Source: an optimization exercise on an open RTL-to-GDS flow (aim: small area). Production flows keep margins and buffers that such runs may drop. At most, simulation tests tie the RTL to the original design; equivalence was not proved. No activity file was given, so power comes from the tool's default toggle rates.

== old ==
## Graficos
module Graficos(
    input [1:0] Contador_pos_f,
    input [1:0] Contador_pos_h,
    input [1:0] Contador_pos_cr,
    input bit_alarma,
    input [23:0] ALARMA,
    input [7:0] DIR_DATO,
    input [3:0] POSICION,
    input READ,
    input P_FECHA,
    input P_HORA,
    input P_CRONO,
    input reloj,
    input resetM,
    output reg H_Syncreg,
    output reg V_Syncreg,
    output [3:0] R,
    output [3:0] G,
    output [3:0] B
    );
  reg [1:0] ph;         
  reg [9:0] Qh, Qv;
  reg       enV;
  reg       E;          
  always @(posedge reloj) begin
    enV <= 1'b0;
    if (resetM) begin
      ph <= 2'd0;
      Qh <= 10'd0;
    end else begin
      ph <= ph + 2'd1;
      if (Qh == 10'd800) begin
        Qh <= 10'd0;
        enV <= 1'b1;
      end else if (ph == 2'd3)
        Qh <= Qh + 10'd1;
    end
    if (resetM)
      Qv <= 10'd0;
    else if (Qv == 10'd525)
      Qv <= 10'd0;
    else if (enV)
      Qv <= Qv + 10'd1;
    H_Syncreg <= hs_n;
    V_Syncreg <= vs_n;
    E <= e_n;
  end
  wire st = (ph != 2'd3);    
  wire hs_n, vs_n, e_n, b123_n, bvh_n, hl_n;
  ctl_fn u_ctl(.Qh(Qh), .Qv(Qv), .E(E), .P_HORA(P_HORA), .P_FECHA(P_FECHA), .P_CRONO(P_CRONO),
               .Contador_pos_h(Contador_pos_h), .Contador_pos_f(Contador_pos_f), .Contador_pos_cr(Contador_pos_cr),
               .hs_n(hs_n), .vs_n(vs_n), .e_n(e_n), .b123_n(b123_n), .bvh_n(bvh_n), .hl_n(hl_n));
  reg B123, BVH;
  always @(posedge reloj) begin
    B123 <= b123_n;
    BVH <= bvh_n;
  end
  reg [3:0] DC, UNI;
  reg [6:0] P1, P2, P3, P4, P5, P6, P7, P8, P9, PC1, PC2, PC3;
  wire src_al = P_CRONO & ((POSICION == 4'd6) | (POSICION == 4'd7) | (POSICION == 4'd8));
  wire [7:0] src = ~src_al ? {DC, UNI} :
                   (POSICION == 4'd8) ? ALARMA[23:16] : (POSICION == 4'd7) ? ALARMA[15:8] : ALARMA[7:0];
  ...
Settings: LEC_CHECK=0, ABC_AREA=1, CAP_MARGIN=20, CORE_MARGIN=2, CORE_UTILIZATION=35, GPL_TIMING_DRIVEN=0, PLACE_DENSITY=0.6, SETUP_SLACK_MARGIN=0.3, SLEW_MARGIN=20, SYNTH_MEMORY_MAX_BITS=262144; clock period 10.0 ns.
standard.sh (not shown) runs the stock make flow with config.mk's settings and CLKGATE_MAP_FILE= SYNTH_SCRIPT=/design/flow/synth_recipe.tcl, a recipe that flattens the netlist after the stock synthesis.
==> flow/flow/run.sh <==
#!/bin/bash
# Layout flow: the standard flow (standard.sh) with three changes:
#  - synthesis maps the logic with an area-oriented ABC script (flow/abc_area.script, used
#    through ABC_AREA=1) in place of ORFS's abc_area.script; registers are untouched;
#  - input and output ports are buffered with the smallest buffer, sky130_fd_sc_hd__buf_1;
#  - clock tree synthesis uses sky130_fd_sc_hd__clkbuf_8 and inserts no dummy loads.
# The full output of the flow goes to standard.log.
set -e
SD=$PWD/orfs_scripts
rm -rf "$SD"
cp -r "$FLOW_HOME/scripts" "$SD"
cp flow/abc_area.script "$SD/abc_area.script"
export SCRIPTS_DIR="$SD"
export BUFFER_PORTS_ARGS="-buffer_cell sky130_fd_sc_hd__buf_1"
export CTS_ARGS="-sink_clustering_enable -repair_clock_nets -dont_use_dummy_load -buf_list sky130_fd_sc_hd__clkbuf_8"
bash standard.sh > standard.log 2>&1
==> flow/flow/abc_area.script <==
strash
&get -n
&dch -f
&nf -p -F 10 -A 4 -R 1000
&put
old: all stages complete, timing, DRC and antenna checks passed
Relative to old, the following input files were edited for new:
Settings: PLACE_DENSITY now 0.5, was 0.6; CORE_UTILIZATION now 30, was 35.
[summary]
- Compared to old, new has met2 usage 3.9 points lower.
- Post-synthesis cell type count came out exactly the same in new and old.
- The area of the die in old is 0.859 times that in new.
- Global-route usage in new vs old: down 5.6 points

---

P:
Graficos, a different RTL version from the one above (not shown whole).
Size: roughly 3,200 cells after synthesis, about 160 flip-flops, about 63 I/O pins, roughly 19,000 um^2 of cells after synthesis.
==> flow/config.mk <==
export PLATFORM = sky130hd
export DESIGN_NAME = Graficos
export DESIGN_NICKNAME = Graficos
export VERILOG_FILES = /design/flow/design.v
export SDC_FILE = /design/flow/constraint.sdc
export NUM_CORES = 4
export LEC_CHECK = 0
export ABC_AREA = 1
export CAP_MARGIN = 5
export CORE_MARGIN = 2
export CORE_UTILIZATION = 25
export PLACE_DENSITY = 0.35
export SLEW_MARGIN = 5
export SYNTH_MEMORY_MAX_BITS = 262144
==> flow/constraint.sdc <==
create_clock -name core_clock -period 10.0 [get_ports {reloj}]
set_input_delay 2.0000 -clock core_clock [delete_from_list [all_inputs] [get_ports {reloj}]]
set_output_delay 2.0000 -clock core_clock [all_outputs]
set_load 0.01 [all_outputs]
==> flow/flow/run.sh <==
#!/bin/bash
# Layout flow: the standard flow (standard.sh, unchanged synthesis), with the input and
# output ports buffered by the smallest buffer, sky130_fd_sc_hd__buf_1, and clock tree synthesis
# without dummy loads. The full output of the flow goes to standard.log.
set -e
export BUFFER_PORTS_ARGS="-buffer_cell sky130_fd_sc_hd__buf_1"
export CTS_ARGS="-sink_clustering_enable -repair_clock_nets -dont_use_dummy_load"
bash standard.sh > standard.log 2>&1
P went all the way through the flow, and no timing, DRC or antenna check failed.
### P -> R
- a change of CAP_MARGIN from 5 to 20
- a change of SLEW_MARGIN from 5 to 20
==> run summary <==
The final layout from P, which completed every stage, passed the timing, DRC and antenna checks at the end of the flow.
R finished every stage and its layout cleared the timing, DRC and antenna checks.
Clock network fraction of total power essentially unchanged between P and R.
P -> R: die boundary width delta 0, exact match
R and P ended up with nearly the same fraction of area in registers.
No run of this note included a check of the RTL's function; only the layout flow was run.

-- static timing again, ports no longer ideal --
Ports are ideal in the flow. The routed layouts listed here were re-timed in OpenROAD.
Step 1 (the two cells are an assumption about what drives the block):
set clk [get_ports {reloj}]
set_driving_cell -lib_cell sky130_fd_sc_hd__clkbuf_16 $clk
set_driving_cell -lib_cell sky130_fd_sc_hd__buf_2 [delete_from_list [all_inputs] $clk]
Step 2, shift: input delay + t, output delay - t, t = (earliest + latest rising clock arrival at the registers) / 2. This alone moves slack from input paths to output paths.
Three values: ideal ports, drivers, drivers and shift; two values: the first two.
run | t (ns) | setup WS [ns] | worst hold slack (ns)
old | 0.564 | 0.685 / 0.685 / 0.685 | 0.324 / 0.324 / 0.324
new | 0.487 | 0.581 / 0.581 / 0.581 | 0.322 / 0.322 / 0.322
P | 0.484 | 2.665 / 2.665 / 2.665 | 0.321 / 0.321 / 0.321
R | 0.494 | 2.603 / 2.603 / 2.603 | 0.320 / 0.320 / 0.320
After both steps every run listed still meets setup and hold.
